This design comes from an exercise in tuning for a short achievable clock period and few clock cycles on the open sky130 flow, not from production work.
In this exercise RTL edits were held to simulation tests only and were not proved equivalent to the original.
No activity file was given, so power comes from the tool's default toggle rates.

<file path="flow/config.mk">
export PLATFORM = sky130hd
export DESIGN_NAME = cpu
export DESIGN_NICKNAME = cpu
export VERILOG_FILES = /design/flow/design.v
export SDC_FILE = /design/flow/constraint.sdc
export NUM_CORES = 4
export LEC_CHECK = 0
export CAP_MARGIN = 20
export CORE_MARGIN = 2
export CORE_UTILIZATION = 40
export PLACE_DENSITY = 0.6
export SETUP_SLACK_MARGIN = 5
export SLEW_MARGIN = 20
</file>
<file path="flow/standard.sh">
#!/bin/bash
# synth_recipe.tcl (not shown) runs the flow's synth.tcl, then flattens the netlist and writes it again
# the make line also repeats each setting of config.mk as NAME=value (left out here)
make -C /OpenROAD-flow-scripts/flow DESIGN_CONFIG=/design/flow/config.mk WORK_HOME=/design/flow/orfs CLKGATE_MAP_FILE= SYNTH_SCRIPT=/design/flow/synth_recipe.tcl "${@:-finish}"
</file>
<file path="flow/design.v">
module condition (
	input wire [3:0] cond,
	input wire [3:0] flags,
	output reg ok
	);
	wire n = flags[3], z = flags[2], c = flags[1], v = flags[0];
	always @(*) begin
		case (cond)
			4'd0:  ok = z;
			4'd1:  ok = ~z;
			4'd2:  ok = c;
			4'd3:  ok = ~c;
			4'd4:  ok = n;
			4'd5:  ok = ~n;
			4'd6:  ok = v;
			4'd7:  ok = ~v;
			4'd8:  ok = v & ~z;
			4'd9:  ok = ~v & z;
			4'd10: ok = (n == v);
			4'd11: ok = (n != v);
			4'd12: ok = ~z & (n == v);
			4'd13: ok = z & (n != v);
			default: ok = 1'b1;
		endcase
	end
endmodule
module ALU (
	input wire [3:0] op,
	input wire [31:0] a, b, op2,
	output reg [31:0] result,
	output wire [3:0] flags
	);
	wire [32:0] sum = {1'b0, a} + {1'b0, op2};
	wire [32:0] dif = {1'b0, a} - {1'b0, op2};
	wire [31:0] x = a ^ op2;
	wire add_zero = (x == {a[30:0] | op2[30:0], 1'b0});
	wire eq = (x == 32'b0);
	reg c, v, z;
	always @(*) begin
		c = 1'b0; v = 1'b0;
		case (op)
			4'b0001: begin result = x;                  z = eq; end                     
			4'b0010: begin result = dif[31:0];          z = eq;                         
			         c = dif[32]; v = a[31] ^ op2[31]; end
			4'b0100: begin result = sum[31:0];          z = add_zero;                   
			         c = sum[32]; v = (a[31] == op2[31]) & (sum[31] != a[31]); end
			4'b1000: begin result = a & op2;            z = ((a & op2) == 32'b0); end   
			4'b1001: begin result = x;                  z = eq; end                     
			4'b1010: begin result = dif[31:0];          z = eq; end                     
			4'b1100: begin result = a | op2;            z = ((a | op2) == 32'b0); end   
			4'b1101: begin result = b;                  z = (b == 32'b0); end           
			4'b1110: begin result = b & ~a;             z = ((b & ~a) == 32'b0); end    
			4'b1111: begin result = ~b;                 z = (b == 32'hFFFFFFFF); end    
			default: begin result = 32'b0;              z = 1'b1; end                   
		endcase
	end
	assign flags = {result[31], z, c, v};
endmodule
module shifter (
	input wire [4:0] amount,
	input wire [1:0] stype,
	input wire [31:0] data,
	output wire [31:0] out_shift
	);
	wire [63:0] ror_in = {data, data};
	wire [63:0] ror_out = ror_in >> amount;
	assign out_shift = (stype == 2'b00) ? (data << amount) :
	                   (stype == 2'b11) ? ror_out[31:0] :
	                                      (data >> amount);
endmodule
module rotate (
	input wire [3:0] rotate_amount,
	input wire [7:0] value,
	output wire [31:0] out_rotate
	);
	wire [63:0] twice = {24'b0, value, 24'b0, value};
	wire [63:0] shifted = twice >> {rotate_amount, 1'b0};
	assign out_rotate = shifted[31:0];
endmodule
module ksadd (
	input wire [31:0] a, b,
	input wire cin,
	output wire [31:0] s,
	output wire cout
	);
	wire [31:0] p0 = a ^ b;
	wire [31:0] g0 = a & b;
	wire [31:0] g1, p1, g2, p2, g3, p3, g4, p4, g5, p5;
	wire [31:0] gi = {g0[31:1], g0[0] | (p0[0] & cin)};
	genvar i;
	generate for (i = 0; i < 32; i = i + 1) begin : t
		if (i >= 1)  begin assign g1[i] = gi[i] | (p0[i] & gi[i-1]);  assign p1[i] = p0[i] & p0[i-1]; end
		else         begin assign g1[i] = gi[i];                      assign p1[i] = p0[i]; end
		if (i >= 2)  begin assign g2[i] = g1[i] | (p1[i] & g1[i-2]);  assign p2[i] = p1[i] & p1[i-2]; end
		else         begin assign g2[i] = g1[i];                      assign p2[i] = p1[i]; end
		if (i >= 4)  begin assign g3[i] = g2[i] | (p2[i] & g2[i-4]);  assign p3[i] = p2[i] & p2[i-4]; end
		else         begin assign g3[i] = g2[i];                      assign p3[i] = p2[i]; end
		if (i >= 8)  begin assign g4[i] = g3[i] | (p3[i] & g3[i-8]);  assign p4[i] = p3[i] & p3[i-8]; end
		else         begin assign g4[i] = g3[i];                      assign p4[i] = p3[i]; end
		if (i >= 16) begin assign g5[i] = g4[i] | (p4[i] & g4[i-16]); assign p5[i] = p4[i] & p4[i-16]; end
		else         begin assign g5[i] = g4[i];                      assign p5[i] = p4[i]; end
	end endgenerate
	assign s = p0 ^ {g5[30:0], cin};
	assign cout = g5[31];
endmodule
module registers (
	input wire clk,
	input wire wr,
	input wire [3:0] waddr,
	input wire [31:0] wdata,
	input wire [3:0] ra1, ra2, ra3,
	output wire [31:0] rd1, rd2, rd3_old,
	input wire [3:0] dbgAddr,
	output reg [31:0] dbgData
	);
	wire [511:0] flat;
	genvar i;
	generate for (i = 0; i < 16; i = i + 1) begin : r
		reg [31:0] q;
		always @(posedge clk)
			if (wr && waddr == i) q <= wdata;
		assign flat[32*i +: 32] = q;
	end endgenerate
	assign rd1 = (wr && waddr == ra1) ? wdata : flat[32*ra1 +: 32];
	assign rd2 = (wr && waddr == ra2) ? wdata : flat[32*ra2 +: 32];
	assign rd3_old = flat[32*ra3 +: 32];
	integer k;
	always @(*) begin
		dbgData = 32'b0;
		for (k = 0; k < 16; k = k + 1)
			dbgData = dbgData | ({32{dbgAddr == k}} & flat[32*k +: 32]);
	end
endmodule
module memory (
	input wire clk,
	input wire [4:0] addr,
	input wire [19:0] raddr,      
	input wire [31:0] wdata,
	input wire wr,
	output wire [31:0] rdata,
	input wire [4:0] dbgAddr,
	output reg [7:0] dbgData
	);
	wire [255:0] flat;
	genvar i;
	generate for (i = 0; i < 32; i = i + 1) begin : b
		reg [7:0] q;
		wire [4:0] d = i - addr;
		always @(posedge clk)
			if (wr && d[4:2] == 3'b0) q <= wdata[8*d[1:0] +: 8];
		assign flat[8*i +: 8] = q;
	end endgenerate
	assign rdata = {flat[8*raddr[19:15] +: 8], flat[8*raddr[14:10] +: 8], flat[8*raddr[9:5] +: 8], flat[8*raddr[4:0] +: 8]};
	integer k;
	always @(*) begin
		dbgData = 8'b0;
		for (k = 0; k < 32; k = k + 1)
			dbgData = dbgData | ({8{dbgAddr == k}} & flat[8*k +: 8]);
	end
endmodule
module cpu(
	input wire clk,
	input wire nreset,
	output wire [31:0] imem_addr,
	input wire [31:0] imem_data,
	input wire [3:0] dbg_reg_addr,
	output wire [31:0] dbg_reg_data,
	input wire [4:0] dbg_mem_addr,
	output wire [7:0] dbg_mem_data,
	output wire halted
	);
	wire reset = ~nreset;
	wire [31:0] inst = imem_data;
	reg [31:0] pc;
	reg [3:0] flags;           
	wire [31:0] pc_f = reset ? 32'b0 : pc;
	assign imem_addr = pc_f;
	reg [31:0] a2, b2;         
	reg [31:0] op2r;           
	reg [3:0]  op2c;           
	reg        setf2;          
	reg        wdp2;           
	reg        ldr2, str2, byt2;
	reg [3:0]  cond2;
	reg [4:0]  off2, off2_1, off2_2, off2_3;    
	reg        link2;
	reg [31:0] lpc2;
	reg [3:0]  rd2;
	wire [31:0] alu_res;
	wire [3:0]  alu_flags;
	ALU calculation(op2c, a2, b2, op2r, alu_res, alu_flags);
	wire ls_ok;
	condition ls_cond(cond2, flags, ls_ok);
	wire [4:0]  maddr = a2[4:0] + off2;
	wire [19:0] mraddr = {a2[4:0] + off2_3, a2[4:0] + off2_2, a2[4:0] + off2_1, maddr};
	wire [31:0] mword;
	wire        mwr = str2 & ls_ok & nreset;
	memory MEM(clk, maddr, mraddr, byt2 ? {4{b2[7:0]}} : b2, mwr, mword, dbg_mem_addr, dbg_mem_data);
	wire        rwr = (wdp2 | (ldr2 & ls_ok) | link2) & nreset;
	wire [3:0]  rwaddr = link2 ? 4'd14 : rd2;
	wire [31:0] rwdata = link2 ? lpc2 : ldr2 ? (byt2 ? {24'b0, mword[7:0]} : mword) : alu_res;
	wire [3:0] flags_next = setf2 ? alu_flags : flags;
	always @(posedge clk)
		if (reset) flags <= 4'b0;
		else flags <= flags_next;
	wire [1:0] cls = inst[27:26];
	wire dp  = (cls == 2'b00);
	wire ls  = (cls == 2'b01);
	wire br  = inst[27];
	wire [3:0] op = inst[24:21];
	wire [3:0] rn = inst[19:16], rd = inst[15:12], rm = inst[3:0];
	wire        st1 = ls & ~inst[20];
	wire [3:0]  r2 = st1 ? rd : rm;
	wire [31:0] vn, v2, vm_old;
	registers RAM(clk, rwr, rwaddr, rwdata, rn, r2, rm, vn, v2, vm_old, dbg_reg_addr, dbg_reg_data);
	wire shop  = dp & ~inst[25] & ~(op == 4'b1101 | op == 4'b1110 | op == 4'b1111);
	wire stall = shop & rwr & (rwaddr == rm);
	wire [31:0] rot;
	rotate rotating(inst[11:8], inst[7:0], rot);
	wire [31:0] sh_out;
	shifter shifting(inst[11:7], inst[6:5], vm_old, sh_out);
	wire br_ok;
	condition br_cond(inst[31:28], reset ? 4'b0 : flags_next, br_ok);
	wire taken = br & br_ok;
	wire writes_rd = (op == 4'b0001) | (op == 4'b0010) | (op == 4'b0100) | (op == 4'b1000) |
	                 (op == 4'b1100) | (op == 4'b1101) | (op == 4'b1110) | (op == 4'b1111);
	always @(posedge clk) begin
		a2    <= vn;
		b2    <= v2;
		op2r  <= inst[25] ? rot : sh_out;
		op2c  <= op;
		byt2  <= inst[22];
		cond2 <= inst[31:28];
		off2  <= inst[24] ? inst[4:0] : 5'd0;
		off2_1 <= (inst[24] ? inst[4:0] : 5'd0) + 5'd1;
		off2_2 <= (inst[24] ? inst[4:0] : 5'd0) + 5'd2;
		off2_3 <= (inst[24] ? inst[4:0] : 5'd0) + 5'd3;
		lpc2  <= pc_f;
		rd2   <= rd;
		if (stall) begin
			setf2 <= 1'b0; wdp2 <= 1'b0; ldr2 <= 1'b0; str2 <= 1'b0; link2 <= 1'b0;
		end else begin
			setf2 <= dp & inst[20];
			wdp2  <= dp & writes_rd;
			ldr2  <= ls & inst[20];
			str2  <= ls & ~inst[20];
			link2 <= taken & inst[24];
		end
	end
	wire [31:0] target;
	wire        target_c;
	ksadd target_add(pc + 32'd2, {{8{inst[23]}}, inst[23:0]}, 1'b0, target, target_c);
	wire [31:0] target0 = {{8{inst[23]}}, inst[23:0]} + 32'd2;    
	always @(posedge clk)
		if (reset) pc <= taken ? target0 : 32'd1;
		else if (stall) pc <= pc;
		else if (taken) pc <= target;
		else pc <= pc + 32'd1;
	wire busy2 = rwr | mwr | setf2;
	assign halted = (inst == 32'hEAFFFFFE) & ~busy2;
endmodule
</file>
<file path="flow/constraint.sdc">
create_clock -name core_clock -period 10.0 [get_ports {clk}]
set_input_delay 2.0000 -clock core_clock [delete_from_list [all_inputs] [get_ports {clk}]]
set_output_delay 2.0000 -clock core_clock [all_outputs]
set_load 0.01 [all_outputs]
</file>
<file path="flow/flow/run.sh">
#!/bin/bash
# Layout flow: the standard layout (standard.sh, all steps unchanged), with
# the slow 3- and 4-input OR/NOR cells added to the platform's don't-use list,
# so that synthesis maps the wide ORs of the debug read ports and the rest of
# the logic into faster NAND/NOR/AOI trees. Runs in the work folder; the full
# output of the make run (synthesis and every layout step) goes to
# flow_make.log there, and ORFS's own per-step logs to orfs/logs.
set -euo pipefail
cd "$(dirname "$0")/.."
PLATFORM_DONT_USE="sky130_fd_sc_hd__probe_p_8 sky130_fd_sc_hd__probec_p_8 sky130_fd_sc_hd__lpflow_bleeder_1 sky130_fd_sc_hd__lpflow_clkbufkapwr_1 sky130_fd_sc_hd__lpflow_clkbufkapwr_16 sky130_fd_sc_hd__lpflow_clkbufkapwr_2 sky130_fd_sc_hd__lpflow_clkbufkapwr_4 sky130_fd_sc_hd__lpflow_clkbufkapwr_8 sky130_fd_sc_hd__lpflow_clkinvkapwr_1 sky130_fd_sc_hd__lpflow_clkinvkapwr_16 sky130_fd_sc_hd__lpflow_clkinvkapwr_2 sky130_fd_sc_hd__lpflow_clkinvkapwr_4 sky130_fd_sc_hd__lpflow_clkinvkapwr_8 sky130_fd_sc_hd__lpflow_decapkapwr_12 sky130_fd_sc_hd__lpflow_decapkapwr_3 sky130_fd_sc_hd__lpflow_decapkapwr_4 sky130_fd_sc_hd__lpflow_decapkapwr_6 sky130_fd_sc_hd__lpflow_decapkapwr_8 sky130_fd_sc_hd__lpflow_inputiso0n_1 sky130_fd_sc_hd__lpflow_inputiso0p_1 sky130_fd_sc_hd__lpflow_inputiso1n_1 sky130_fd_sc_hd__lpflow_inputiso1p_1 sky130_fd_sc_hd__lpflow_inputisolatch_1 sky130_fd_sc_hd__lpflow_isobufsrc_1 sky130_fd_sc_hd__lpflow_isobufsrc_16 sky130_fd_sc_hd__lpflow_isobufsrc_2 sky130_fd_sc_hd__lpflow_isobufsrc_4 sky130_fd_sc_hd__lpflow_isobufsrc_8 sky130_fd_sc_hd__lpflow_isobufsrckapwr_16 sky130_fd_sc_hd__lpflow_lsbuf_lh_hl_isowell_tap_1 sky130_fd_sc_hd__lpflow_lsbuf_lh_hl_isowell_tap_2 sky130_fd_sc_hd__lpflow_lsbuf_lh_hl_isowell_tap_4 sky130_fd_sc_hd__lpflow_lsbuf_lh_isowell_4 sky130_fd_sc_hd__lpflow_lsbuf_lh_isowell_tap_1 sky130_fd_sc_hd__lpflow_lsbuf_lh_isowell_tap_2 sky130_fd_sc_hd__lpflow_lsbuf_lh_isowell_tap_4 "
SLOW=""
for c in or4 or4b or4bb nor4 nor4b nor4bb or3 or3b; do
  for s in 1 2 4; do SLOW="$SLOW sky130_fd_sc_hd__${c}_$s"; done
done
{ echo "== config.mk"; cat config.mk; echo "== standard.sh"; cat standard.sh; } > flow_setup.log 2>&1
bash standard.sh "DONT_USE_CELLS=$PLATFORM_DONT_USE $SLOW" finish > flow_make.log 2>&1
test -s out/final.def
</file>
==> metrics.md <==
| Metric | Value |
|---|---|
| Clock power frac | 0.303 |
| Final GP Congestion | 1.06 |
| Fin crit period | between 5 and 6 ns |
| CTS Root Cell | clkbuf_16 |
| Final Cell Area | 0.0831 sq mm |
| Worst-Skew Late Latency | between 0.8 and 0.9 ns |
| Largest net degree at the start of global routing | 131 |
| Wirelength per Cell | 38.0 um |
| Period Utilization, post-route | 0.589 |
| Area after DPL | 0.0737 sq mm |
| Worst path slowest cell | nand4_1 |
| Bufs on Longest Clock Path | 3 |
| Share of the synthesized area in the top cell type | 0.346 |
| Antenna Nets Post-Route | 0 |
| Status | complete, no violations |
| CTS tree | done |
| Layout fillers | 14990 |
| Area share of fa/ha/maj cells after synthesis | 0.0299 |
| Leading register cell type out of synthesis | edfxtp_1 |
| Hold slack | 0.653 ns |
| Number of nets in the layout | 6264 |
| Relative slew slack | 0.141 |
| Number of synthesized flops with an enable pin | 800 |
| Drt first pass iters | 6 |
| DRC | 0 |
| Max Fclk | between 150 and 200 MHz |
| Vias | 61701 |
| Vias per cell | around 7.3 |
| Synth Area in Simple Gates | 0.100 |
| Xor/xnor share of the synthesized area | 0.0242 |
| Maximum VDD drop | 0.156 mV |
| Chip Width | 421 um |
| Chip height | 421 um |
| Worst Skew | 0.0760 ns |
| Comb pwr share | 0.356 |
| Compound-Gate Fraction of Synth Area | 0.141 |
| TritonCTS Buffers | 110 |
| Vias in the first global route | around 58000 |
| Initial antenna violation count | 21 |
| Synth Net Count | 6055 |
| Critical path launch point type | input port |
| Endpoints failing setup | 0 |
| Int Power | 9260 uW |
| First-pass GRT wire length | around 450000 um |
| Switching Share | 0.366 |
| GRT Residual Overflow | 0 |
| Final hold vios | 0 |
| Worst-path clk slew | 0.06 ns |
| CP Cell Sequence | buf_8 -> nand2b_4 -> nor2_4 -> buf_6 -> a22o_1 -> a221oi_1 -> nand4_1 -> buf_2 |
| Crit path DAT | slightly below 4 ns |
| Ys Warns | 5 |
| Slew @ Worst Pin | 1.29 ns |
| Asr flop ratio synth | 0 |
| CP Data Required Time | approximately 8 ns |
| Core box area | 0.172 sq mm |
| LEAKAGE | a little under 0.03 uW |
| P_sw | approximately 5400 uW |
| Clk sink count | 967 |
| Worst path bufs/invs | 3 |
| Multiplexer share of the synthesized area | 0.275 |
| CP Capture Type | output port |
| Final TNS setup | 0 ns |
| H-tree depth | 3 |
| Crit Path Max Fanout | 11 |
| CTS Hold Bufs | 0 |
| Fin util | 0.483 |
| Number of max-cap violations | 0 |
| Initial drt markers | 10894 |
| Placed cells | 7957 |
| CP peak stage delay | 0.52 ns |
| Slew Limit Fails | 0 |
| Area growth, synth to finish | 19.7% |
| Hold crit path type | reg -> reg |
| Crit-path leading delay family | simple AND/OR/NAND/NOR gates |
| Seq/Total Area, Yosys | 0.394 |
| DIE AREA | 0.177 sq mm |
| Dpl hpwl | 201000 um |
| Final wirelength | approximately 320000 um |
| Synth Area per Inst | between 10 and 15 sq um |
| WS Path Type | in -> out |
| Synth Register Bits | 967 |
| Pwr/cell area | 176 mW/mm^2 |
| GRT Total Usage | 0.354 |
| Placement Rows | 152 |
| Mapped Area | between 0.06 and 0.07 sq mm |
| Mapped Cells | ~5900 |
| Yosys top cell by area | edfxtp_1 |
| Main combinational cell family by area after synthesis | multiplexers |
| Register share of total power | 0.341 |
| Ports | ~120 |
| Layout cells sized above 1 | 0.314 |
| Post-route insts no fill | 8467 |
| IO Port Bufs | 115 |
| Starting Density | 0.403 |
| Area contributors post-synth | edfxtp_1, mux4_2, dfxtp_1, nand2_1, ha_1 |
| Yosys cell types | 88 |
| RSZ-0062 raised after global routing | yes |
## per-stage QoR
step | total power (uW) | worst slack (ns)
detailed placement | 9730 | 2.39
floorplan | 7940 | 4.62
CTS | 14300 | 4.32
finish | 14600 | 4.11
global placement | 9690 | 2.46
global route | 15000 | 4.12
## layout make-up
class	count	area, sq um	area share
multi-input cells	4249	41900	0.504
flip-flops and latches	967	27400	0.329
repair buffers	569	6280	0.0756
clock buffers	133	3050	0.0367
well taps	2310	2890	0.0348
clock inverters	73	911	0.0110
inverters	158	654	0.00787
repair inverters	4	33.8	0.000406
diodes	4	10.0	0.000120
## final timing paths
kind | start | endpoint | slack [ns] | cells after the start
setup / recovery | dbg_reg_addr[0] | dbg_reg_data[5] | 4.11 | 8
hold / removal | pc[30]$_DFFE_PP_ | lpc2[30]$_DFF_P_ | 0.65 | 1
setup reg to reg | a2[1]$_DFF_P_ | b2[25]$_DFF_P_ | 5.06 | 14
hold reg to reg | pc[30]$_DFFE_PP_ | lpc2[30]$_DFF_P_ | 0.65 | 1
## per-layer routing
layer	vias up	wire, um	global-route usage
li1	24019	-	-
met1	30222	112000	0.452
met2	5923	131000	0.494
met3	1511	50600	0.138
met4	26	28800	0.238
met5	-	164	0
## Yosys cell counts (36+ instances only)
library cell / number
xor2_1: 98
buf_2: 47
o211ai_1: 48
nor2_1: 362
and2_1: 44
ha_1: 155
mux2i_1: 190
o22ai_1: 47
a31oi_1: 43
xnor2_1: 94
inv_1: 153
mux2_2: 59
clkbuf_1: 345
nand3_1: 178
a21oi_1: 212
mux4_2: 732
buf_1: 74
o21ai_0: 319
a21o_1: 36
nand2_1: 524
nor3_1: 74
nand2b_1: 73
a22o_1: 168
edfxtp_1: 800
and3_1: 48
a22oi_1: 95
nand4_1: 131
a221oi_1: 189
dfxtp_1: 167
## registers in the layout, summed over array words and instances (netlist names), 4 cells and up
name,cells
off2_2,5
off2,4
b2,32
rd2,4
flags,4
cond2,4
RAM.r.q,512
MEM.b.q,256
off2_3,5
off2_1,4
lpc2,32
pc,32
a2,32
op2c,4
op2r,32
## worst register-to-register path: stages, from the launching register on
cell      delay [ns]
dfxtp_1         0.35
buf_8           0.22
ha_1            0.29
a21o_1          0.18
a21oi_1         0.22
xnor2_2         0.13
buf_4           0.42
buf_8           0.42
mux4_2          0.42
mux4_2          0.52
a22oi_2         0.47
nand2_1         0.20
o221ai_4        0.22
buf_12          0.19
o21ai_0         0.39
## power by group through the flow
stage	Combinational, uW	Clock [uW]	Sequential, uW
global placement	4620	0	5060
global route	5360	4600	4990
finish	5200	4430	4990
CTS	4850	4450	4980
detailed placement	4660	0	5060
floorplan	3050	0	4900
## placed cells by master, fill, tap and decap left out, types with 34 or more instances in the layout
cell / netlist / routed
buf_2: 47 / 42
mux2_2: 59 / 59
o22ai_1: 47 / 44
clkbuf_16: 0 / 120
inv_1: 153 / 142
o211ai_1: 48 / 48
buf_6: 3 / 76
nor2_4: 0 / 63
nor3_1: 74 / 57
mux4_2: 732 / 732
nand3_1: 178 / 175
dlygate4sd2_1: 0 / 35
ha_1: 155 / 141
nand4_1: 131 / 131
a221oi_1: 189 / 89
nor2_1: 362 / 280
mux2i_1: 190 / 177
edfxtp_1: 800 / 800
a31oi_1: 43 / 40
buf_12: 0 / 79
a22o_1: 168 / 168
o21ai_0: 319 / 292
xnor2_1: 94 / 89
and3_1: 48 / 46
a21oi_1: 212 / 203
a22oi_1: 95 / 74
nand2_1: 524 / 514
a21o_1: 36 / 34
xor2_1: 98 / 92
dfxtp_1: 167 / 158
buf_4: 8 / 279
nand2b_1: 73 / 64
a221oi_2: 1 / 99
## logic make-up after synthesis
group                    Yosys count
multiplexers                     982
AO/OA/AOI/OAI                   1402
flip-flops                       967
adder cells (fa/ha/maj)          162
XOR/XNOR                         192
AND/OR/NAND/NOR                 1509
buffers and inverters            636
## repair_timing
| item | in CTS | in global routing |
|---|---|---|
| gates resized for setup | 707 | 188 |
| endpoints found under the setup margin | 511 | 415 |
| cloned | 22 | 5 |
| buffers inserted | 202 | 71 |
| pin swaps | 146 | 87 |
Testbench counts, summed over its fixed seeds: cycles 74,777.

[afterwards: timing with drivers on the ports]
In the flow no input, the clock included, has a driving cell. The finished layout below was timed again as built, in two steps.
Step 1 (the two cells are an assumption about what drives the block):
set clk [get_ports {clk}]
set_driving_cell -lib_cell sky130_fd_sc_hd__clkbuf_16 $clk
set_driving_cell -lib_cell sky130_fd_sc_hd__buf_2 [delete_from_list [all_inputs] $clk]
Step 2 also shifts input and output timing later by t, the mid clock arrival at the registers, as if the neighbouring blocks saw the same clock.
Slacks: no drivers / after step 1 / after step 2; pairs: no drivers / after step 1.
t (ns): 0.871
setup WS [ns]: 4.115 / 4.057 / 3.971
latest minus earliest clock arrival (ns): 0.081 / 0.081
worst register clock-pin slew, ns: 0.07 / 0.07
After both steps this run still meets setup and hold. For this run, drivers alone change the setup slack by -0.058 ns; drivers and shift together by -0.144 ns.
